From an optimization exercise on the open Yosys and OpenROAD flow, aimed at small area and a short achievable clock period; shortcuts taken in it are not production practice.
Where RTL was checked, it was by simulation tests only, not by an equivalence proof against the original.

Setup of old:
// fir_3tap
module fir_3tap (input clk,
                 input [7:0] Xin,
                 input [7:0] H0,
                 input [7:0] H1,
                 input [7:0] H2,
                 output reg [15:0] Yout);
Size in the first run: ~49 I/O pins, roughly 6400 µm² of cells after synthesis.
Settings: LEC_CHECK=0, CAP_MARGIN=20, CORE_MARGIN=2, CORE_UTILIZATION=40, SLEW_MARGIN=20, SYNTH_HIERARCHICAL=1, SYNTH_MINIMUM_KEEP_SIZE=0; clock period 12.5 ns.
standard.sh (not shown) runs the stock make flow with config.mk's settings and CLKGATE_MAP_FILE= SYNTH_SCRIPT=/design/flow/synth_recipe.tcl, a recipe that flattens the netlist after the stock synthesis.
==> flow/flow/run.sh <==
#!/bin/bash
# The standard layout (standard.sh), with two changes to how it is made:
# - ports are buffered with buf_1 instead of the default delay buffer;
# - repair_timing aims for 6 ns of setup slack instead of 0.
set -euo pipefail
export SETUP_SLACK_MARGIN=6
export BUFFER_PORTS_ARGS="-buffer_cell sky130_fd_sc_hd__buf_1"
bash standard.sh > standard.log 2>&1
--- input diff old..new ---
==> flow/flow/run.sh <==
#!/bin/bash
# The standard layout (standard.sh), with two changes to how it is made:
# - ports are buffered with buf_1 instead of the default delay buffer;
# - repair_timing aims for 6.5 ns of setup slack instead of 0.
set -euo pipefail
export SETUP_SLACK_MARGIN=6.5
export BUFFER_PORTS_ARGS="-buffer_cell sky130_fd_sc_hd__buf_1"
bash standard.sh > standard.log 2>&1
## What came out
new completed every stage of the flow, and the final layout passed the timing, design-rule and antenna checks.
Count of non-filler cells in the finished layout (new vs. old) increases by a few percent
Path length in cells of the critical path: new vs old up 1
Compared with old, in new post-synthesis to final-layout area growth picked up an extra 15 points, minimum setup slack in the final design picked up an extra 420 ps, routed wire length picked up an extra about 12%.
No run of this note included a check of the RTL's function; only the layout flow was run.

========
fir_3tap, a different RTL version from the one above (not shown whole).
Size: ~700 cells after synthesis, about 48 flip-flops, about 49 I/O pins, roughly 6500 µm² of cells after synthesis.
==> flow/config.mk <==
export PLATFORM = sky130hd
export DESIGN_NAME = fir_3tap
export DESIGN_NICKNAME = fir_3tap
export VERILOG_FILES = /design/flow/design.v
export SDC_FILE = /design/flow/constraint.sdc
export NUM_CORES = 4
export LEC_CHECK = 0
export CAP_MARGIN = 20
export CORE_MARGIN = 2
export CORE_UTILIZATION = 55
export CTS_BUF_LIST = sky130_fd_sc_hd__clkbuf_8
export PLACE_DENSITY = 0.8
export SLEW_MARGIN = 20
export SYNTH_HIERARCHICAL = 1
export SYNTH_MINIMUM_KEEP_SIZE = 0
export TNS_END_PERCENT = 0
==> flow/constraint.sdc <==
create_clock -name core_clock -period 12.5 [get_ports {clk}]
set_input_delay 2.5000 -clock core_clock [delete_from_list [all_inputs] [get_ports {clk}]]
set_output_delay 2.5000 -clock core_clock [all_outputs]
set_load 0.01 [all_outputs]
==> flow/flow/run.sh <==
#!/bin/bash
# The standard layout (standard.sh), with two changes to how it is made:
# - ports are buffered with buf_1 instead of the default delay buffer;
# - repair_timing aims for 6.6 ns of setup slack instead of 0.
set -euo pipefail
export SETUP_SLACK_MARGIN=6.6
export BUFFER_PORTS_ARGS="-buffer_cell sky130_fd_sc_hd__buf_1"
bash standard.sh > standard.log 2>&1
The starting point went through all stages and came out clean.
Rerun with:
CORE_UTILIZATION = 78   (was 55)
PLACE_DENSITY = not set   (was 0.8)
- The changed run completed without violations
- core utilization increases by 24 points
- count of clock-buffer cells in the layout rises by 1
- design area barely changes
- worst setup slack is worse by 0.0066 ns
Rerun with:
==> flow/flow/run.sh (replaced) <==
#!/bin/bash
# The standard layout (standard.sh), with two changes to how it is made:
# - ports are buffered with buf_1 instead of the default delay buffer;
# - repair_timing aims for 6.75 ns of setup slack instead of 0.
set -euo pipefail
export SETUP_SLACK_MARGIN=6.75
export BUFFER_PORTS_ARGS="-buffer_cell sky130_fd_sc_hd__buf_1"
bash standard.sh > standard.log 2>&1
CORE_UTILIZATION = 55   (was 78)
What happened: Via count decreases by a few percent. Sequential share of layout area came out lower by 0.31 points. Worst hold slack degrades by 0.0037 ns. Synthesized cell count stays the same. Critical path depth is unchanged. First-iteration DRC count rose by roughly a tenth.

========
## run A
fir_3tap, a different RTL version from the one above (not shown whole).
Size in the first run: about 56 flip-flops, ~49 I/O pins, roughly 6400 um^2 of cells after synthesis.
## fir_3tap
module fir_3tap (input clk,
                 input [7:0] Xin,
                 input [7:0] H0,
                 input [7:0] H1,
                 input [7:0] H2,
                 output reg [15:0] Yout);
clock: 12.5 ns
lec_check: 0
cap_margin: 20
core_margin: 2
core_utilization: 55
cts_buf_list: sky130_fd_sc_hd__clkbuf_8
slew_margin: 20
synth_hierarchical: 1
synth_minimum_keep_size: 0
tns_end_percent: 0
==> flow/flow/run.sh <==
#!/bin/bash
# The standard layout (standard.sh), with two changes to how it is made:
# - ports are buffered with buf_1 instead of the default delay buffer;
# - repair_timing aims for 6.9 ns of setup slack instead of 0.
set -euo pipefail
export SETUP_SLACK_MARGIN=6.9
export SETUP_MOVE_SEQUENCE=unbuffer,sizeup,swap
export BUFFER_PORTS_ARGS="-buffer_cell sky130_fd_sc_hd__buf_1"
bash standard.sh > standard.log 2>&1
Run A completed; timing, DRC and antenna clean
Modified inputs, run B compared to run A
--- a/flow/flow/run.sh
+++ b/flow/flow/run.sh
@@ -1,5 +1,6 @@
 #!/bin/bash
-# The standard layout (standard.sh), with two changes to how it is made:
+# The standard layout (standard.sh), with three changes to how it is made:
 # - ports are buffered with buf_1 instead of the default delay buffer;
-# - repair_timing aims for 6.9 ns of setup slack instead of 0.
+# - repair_timing aims for 6.9 ns of setup slack instead of 0;
+# - repair_timing fixes setup by resizing and pin swapping only (no new buffers).
 set -euo pipefail
==> notes.md <==
Per the comparison of run B with run A, clock buffer count in the final layout did not really move, final worst slack did not really move. Diff run B..run A | wire length of the first global-routing pass | unchanged.
For run C, these inputs were changed with respect to run B:
==> flow/flow/run.sh <==
#!/bin/bash
# The standard layout (standard.sh), with two changes to how it is made:
# - ports are buffered with buf_1 instead of the default delay buffer;
# - repair_timing aims for 7.1 ns of setup slack instead of 0.
set -euo pipefail
export SETUP_SLACK_MARGIN=7.1
export BUFFER_PORTS_ARGS="-buffer_cell sky130_fd_sc_hd__buf_1"
bash standard.sh > standard.log 2>&1
[summary]
- Lower instance area at placement goes to run B over run C.
- Diff run B -> run C | flip-flop and latch area | up slightly
- Run C vs run B on hold slack: run C is the higher one.
- Going from run B to run C, number of buffers outside the clock class in the layout grew by more than half.
- As of run C, detail-routed via count per cell had risen slightly compared to run B.
- Run C: no failed stages, no open violations at the end
- Number of vias in the routed layout for run C is higher than for run B.
- In the reports for run C and run B, the larger global-route wire length before repair belongs to run C.
- The routed length on met2 in run B is 0.888 times that in run C.
- Looking at global-route usage, run C sits 1.3 points higher than run B does.
--- input diff run C..run D ---
Settings: CORE_UTILIZATION now 45, was 55.
==> flow/flow/run.sh <==
#!/bin/bash
# The standard layout (standard.sh), with three changes to how it is made:
# - ports are buffered with buf_1 instead of the default delay buffer;
# - repair_timing aims for 6.9 ns of setup slack instead of 0;
# - repair_timing fixes setup by resizing and pin swapping only (no new buffers).
set -euo pipefail
export SETUP_SLACK_MARGIN=6.9
export SETUP_MOVE_SEQUENCE=unbuffer,sizeup,swap
export BUFFER_PORTS_ARGS="-buffer_cell sky130_fd_sc_hd__buf_1"
bash standard.sh > standard.log 2>&1
## What came out
The area growth from synthesis to layout reported for run D is smaller than that of run C by 4.5 points. Wire length of the first global-routing pass in run D vs run C: down about 7%. Against run C, run D comes in about 0.4% lower on fmax. Class of the most critical setup path: reg -> reg -> run D, in -> reg -> run C.
## Diff of input files: run E against run D
Settings: CORE_UTILIZATION now 55, was 45.
==> flow/flow/run.sh <==
#!/bin/bash
# The standard layout (standard.sh), with two changes to how it is made:
# - ports are buffered with buf_1 instead of the default delay buffer;
# - repair_timing aims for 6.9 ns of setup slack instead of 0.
set -euo pipefail
export SETUP_SLACK_MARGIN=6.9
export BUFFER_PORTS_ARGS="-buffer_cell sky130_fd_sc_hd__buf_1"
bash standard.sh > standard.log 2>&1
## What came out
- Both conditions hold for run E: the flow ran to the end and the final layout passed the timing, design-rule and antenna checks.
- Summary of run E over run D: met3 layer wire length in the routed design went up; overall die area decreased about 18%; worst setup slack now sits higher.

========
job 239:
Another version of the RTL of fir_3tap (not shown whole).
For scale: about 48 flip-flops, about 49 I/O pins, about 6600 um2 of cells after synthesis.
// fir_3tap
module fir_3tap (input clk,
                 input [7:0] Xin,
                 input [7:0] H0,
                 input [7:0] H1,
                 input [7:0] H2,
                 output reg [15:0] Yout);
reg [15:0] Q1n, Q2n;
wire t2_p0_0 = ~(Xin[0] & H2[0]);
wire t2_p0_1 = ~(Xin[0] & H2[1]);
wire t2_p0_2 = ~(Xin[0] & H2[2]);
wire t2_p0_3 = ~(Xin[0] & H2[3]);
wire t2_p0_4 = ~(Xin[0] & H2[4]);
wire t2_p0_5 = ~(Xin[0] & H2[5]);
wire t2_p0_6 = ~(Xin[0] & H2[6]);
wire t2_p0_7 = ~(Xin[0] & H2[7]);
wire t2_p1_0 = ~(Xin[1] & H2[0]);
wire t2_p1_1 = ~(Xin[1] & H2[1]);
wire t2_p1_2 = ~(Xin[1] & H2[2]);
wire t2_p1_3 = ~(Xin[1] & H2[3]);
wire t2_p1_4 = ~(Xin[1] & H2[4]);
wire t2_p1_5 = ~(Xin[1] & H2[5]);
wire t2_p1_6 = ~(Xin[1] & H2[6]);
wire t2_p1_7 = ~(Xin[1] & H2[7]);
wire t2_p2_0 = ~(Xin[2] & H2[0]);
wire t2_p2_1 = ~(Xin[2] & H2[1]);
wire t2_p2_2 = ~(Xin[2] & H2[2]);
wire t2_p2_3 = ~(Xin[2] & H2[3]);
wire t2_p2_4 = ~(Xin[2] & H2[4]);
wire t2_p2_5 = ~(Xin[2] & H2[5]);
wire t2_p2_6 = ~(Xin[2] & H2[6]);
wire t2_p2_7 = ~(Xin[2] & H2[7]);
wire t2_p3_0 = ~(Xin[3] & H2[0]);
wire t2_p3_1 = ~(Xin[3] & H2[1]);
wire t2_p3_2 = ~(Xin[3] & H2[2]);
wire t2_p3_3 = ~(Xin[3] & H2[3]);
wire t2_p3_4 = ~(Xin[3] & H2[4]);
wire t2_p3_5 = ~(Xin[3] & H2[5]);
wire t2_p3_6 = ~(Xin[3] & H2[6]);
wire t2_p3_7 = ~(Xin[3] & H2[7]);
wire t2_p4_0 = ~(Xin[4] & H2[0]);
wire t2_p4_1 = ~(Xin[4] & H2[1]);
wire t2_p4_2 = ~(Xin[4] & H2[2]);
wire t2_p4_3 = ~(Xin[4] & H2[3]);
wire t2_p4_4 = ~(Xin[4] & H2[4]);
wire t2_p4_5 = ~(Xin[4] & H2[5]);
wire t2_p4_6 = ~(Xin[4] & H2[6]);
wire t2_p4_7 = ~(Xin[4] & H2[7]);
wire t2_p5_0 = ~(Xin[5] & H2[0]);
wire t2_p5_1 = ~(Xin[5] & H2[1]);
wire t2_p5_2 = ~(Xin[5] & H2[2]);
wire t2_p5_3 = ~(Xin[5] & H2[3]);
wire t2_p5_4 = ~(Xin[5] & H2[4]);
wire t2_p5_5 = ~(Xin[5] & H2[5]);
wire t2_p5_6 = ~(Xin[5] & H2[6]);
wire t2_p5_7 = ~(Xin[5] & H2[7]);
wire t2_p6_0 = ~(Xin[6] & H2[0]);
wire t2_p6_1 = ~(Xin[6] & H2[1]);
wire t2_p6_2 = ~(Xin[6] & H2[2]);
wire t2_p6_3 = ~(Xin[6] & H2[3]);
wire t2_p6_4 = ~(Xin[6] & H2[4]);
wire t2_p6_5 = ~(Xin[6] & H2[5]);
wire t2_p6_6 = ~(Xin[6] & H2[6]);
wire t2_p6_7 = ~(Xin[6] & H2[7]);
wire t2_p7_0 = ~(Xin[7] & H2[0]);
wire t2_p7_1 = ~(Xin[7] & H2[1]);
wire t2_p7_2 = ~(Xin[7] & H2[2]);
wire t2_p7_3 = ~(Xin[7] & H2[3]);
wire t2_p7_4 = ~(Xin[7] & H2[4]);
  ...
clock: 12.5 ns
lec_check: 0
cap_margin: 20
core_margin: 2
core_utilization: 40
slew_margin: 20
synth_hierarchical: 1
synth_minimum_keep_size: 0
==> flow/flow/run.sh <==
#!/bin/bash
# The standard layout (standard.sh), with two changes to how it is made:
# - ports are buffered with buf_1 instead of the default delay buffer;
# - repair_timing aims for 6.8 ns of setup slack instead of 0.
set -euo pipefail
export SETUP_SLACK_MARGIN=6.8
export BUFFER_PORTS_ARGS="-buffer_cell sky130_fd_sc_hd__buf_1"
bash standard.sh > standard.log 2>&1
What job 3289 does differently from job 239 at the input level:
--- a/flow/flow/run.sh
+++ b/flow/flow/run.sh
@@ -4 +4 @@
-# - repair_timing aims for 6.8 ns of setup slack instead of 0.
+# - repair_timing aims for 7.1 ns of setup slack instead of 0.
@@ -6 +6 @@
-export SETUP_SLACK_MARGIN=6.8
+export SETUP_SLACK_MARGIN=7.1
[summary]
Job 3289 completed end to end with timing, DRC and antenna clean. Compared job 3289 vs job 239, and length of the first detailed-routing pass in iterations is up in job 3289. Of the two values seen for end point of the critical path, Yout[15]$_DFF_P_ was produced by job 239 and Q1n[13]$_DFF_P_ by job 3289. Job 3289: worst setup slack 0.21 ns above job 239. When job 3289 is set beside job 239, its vias after detailed routing turns out to be 394 larger. When job 3289 is set beside job 239, its number of instances resized during post-cts repair turns out to be 73 larger. Between job 3289 and job 239, the clock skew is lower for job 3289. Area of all placed cells without fillers | job 3289 above job 239.
Inputs modified between job 3289 and job 6522:
--- a/flow/flow/run.sh
+++ b/flow/flow/run.sh
@@ -4 +4 @@
-# - repair_timing aims for 7.1 ns of setup slack instead of 0.
+# - repair_timing aims for 6.3 ns of setup slack instead of 0.
@@ -6 +6 @@
-export SETUP_SLACK_MARGIN=7.1
+export SETUP_SLACK_MARGIN=6.3
- [job 6522 vs job 3289] met2 global-route usage: lower in job 6522
- For via count of the routed design, dividing the value from job 3289 by the value from job 6522 gives 1.10.
- Diff job 6522 and job 3289: actual slew at the worst max-slew pin higher in job 6522
- Of job 6522 and job 3289, job 3289 shows the higher routed wire length on met2, with job 6522 below it.
- Post-route fraction of the period consumed by the critical path: job 6522 > job 3289
- In the reports for job 6522 and job 3289, the larger post-route worst setup slack belongs to job 3289.
- Summary — number of non-clock buffers in the layout, job 6522 relative to job 3289: lower, by 47.
What job 121 does differently from job 6522 at the input level:
Settings: CTS_BUF_LIST newly set to sky130_fd_sc_hd__clkbuf_8.
--- a/flow/flow/run.sh
+++ b/flow/flow/run.sh
@@ -4 +4 @@
-# - repair_timing aims for 6.3 ns of setup slack instead of 0.
+# - repair_timing aims for 6.8 ns of setup slack instead of 0.
@@ -6 +6 @@
-export SETUP_SLACK_MARGIN=6.3
+export SETUP_SLACK_MARGIN=6.8
Results
Job 121 vs job 6522: core utilization up
Job 6522 -> job 121: post-route cell area increased by a few percent
Between job 6522 and job 121, the via count of the first global-routing pass is lower for job 6522.
Detailed-route wire length went up by a few percent going from job 6522 to job 121.
Capture point of the critical path: Q2n[15]$_DFF_P_ -> job 121, Yout[15]$_DFF_P_ -> job 6522
Higher relative area change from synthesis to final layout among job 6522 and job 121: job 121
Relative to job 6522, the final cell count without fillers measured on job 121 has increased slightly.
Cmp job 121 vs job 6522: setup slack higher in job 121
> inputs changed (job 121 -> job 632)
Settings: CTS_BUF_LIST: sky130_fd_sc_hd__clkbuf_8 -> unset.
--- a/flow/flow/run.sh
+++ b/flow/flow/run.sh
@@ -4 +4 @@
-# - repair_timing aims for 6.8 ns of setup slack instead of 0.
+# - repair_timing aims for 5 ns of setup slack instead of 0.
@@ -6 +6 @@
-export SETUP_SLACK_MARGIN=6.8
+export SETUP_SLACK_MARGIN=5
==> comparison <==
- Comparing job 121 and job 632, the lower number of clock-tree buffers in the layout was measured on job 121.
- I/O pin count across job 121 and job 632: no real change.
- Core utilization for job 632 is lower than for job 121.
No run of this note included a check of the RTL's function; only the layout flow was run.

-- static timing again, ports no longer ideal --
In the flow no input, the clock included, has a driving cell. The finished layouts below were timed again as built, in two steps. Step 1, drivers: a clkbuf_16 drives clk and a buf_2 each remaining input, both assumed. Step 2, shift: input delay + t, output delay - t, t = (earliest + latest rising clock arrival at the registers) / 2. This alone moves slack from input paths to output paths. Slacks: no drivers / after step 1 / after step 2; pairs: no drivers / after step 1.
| run | t (ns) | setup WS [ns] | worst setup path at the end |
|---|---|---|---|
| old | 0.320 | 6.176 / 6.188 / 5.868 | input to register |
| new | 0.323 | 6.596 / 6.595 / 6.272 | input to register |
| the first run of note 2 | 0.346 | 6.672 / 6.678 / 6.333 | input to register |
| the second run of note 2 | 0.336 | 6.665 / 6.680 / 6.345 | input to register |
| the third run of note 2 | 0.353 | 6.844 / 6.853 / 6.500 | input to register |
| run A | 0.373 | 6.931 / 6.943 / 6.570 | input to register |
| run B | 0.373 | 6.931 / 6.943 / 6.570 | input to register |
| run C | 0.368 | 6.970 / 6.985 / 6.617 | input to register |
| run D | 0.370 | 6.949 / 6.949 / 6.592 | input to register |
| run E | 0.372 | 7.020 / 7.034 / 6.662 | input to register |
| job 239 | 0.329 | 6.928 / 6.940 / 6.611 | input to register |
| job 3289 | 0.329 | 7.135 / 7.111 / 6.782 | input to register |
| job 6522 | 0.322 | 6.653 / 6.669 / 6.348 | input to register |
| job 121 | 0.346 | 6.927 / 6.934 / 6.588 | input to register |
| job 632 | 0.322 | 6.653 / 6.669 / 6.348 | input to register |
After both steps setup and hold are still met in every run listed.
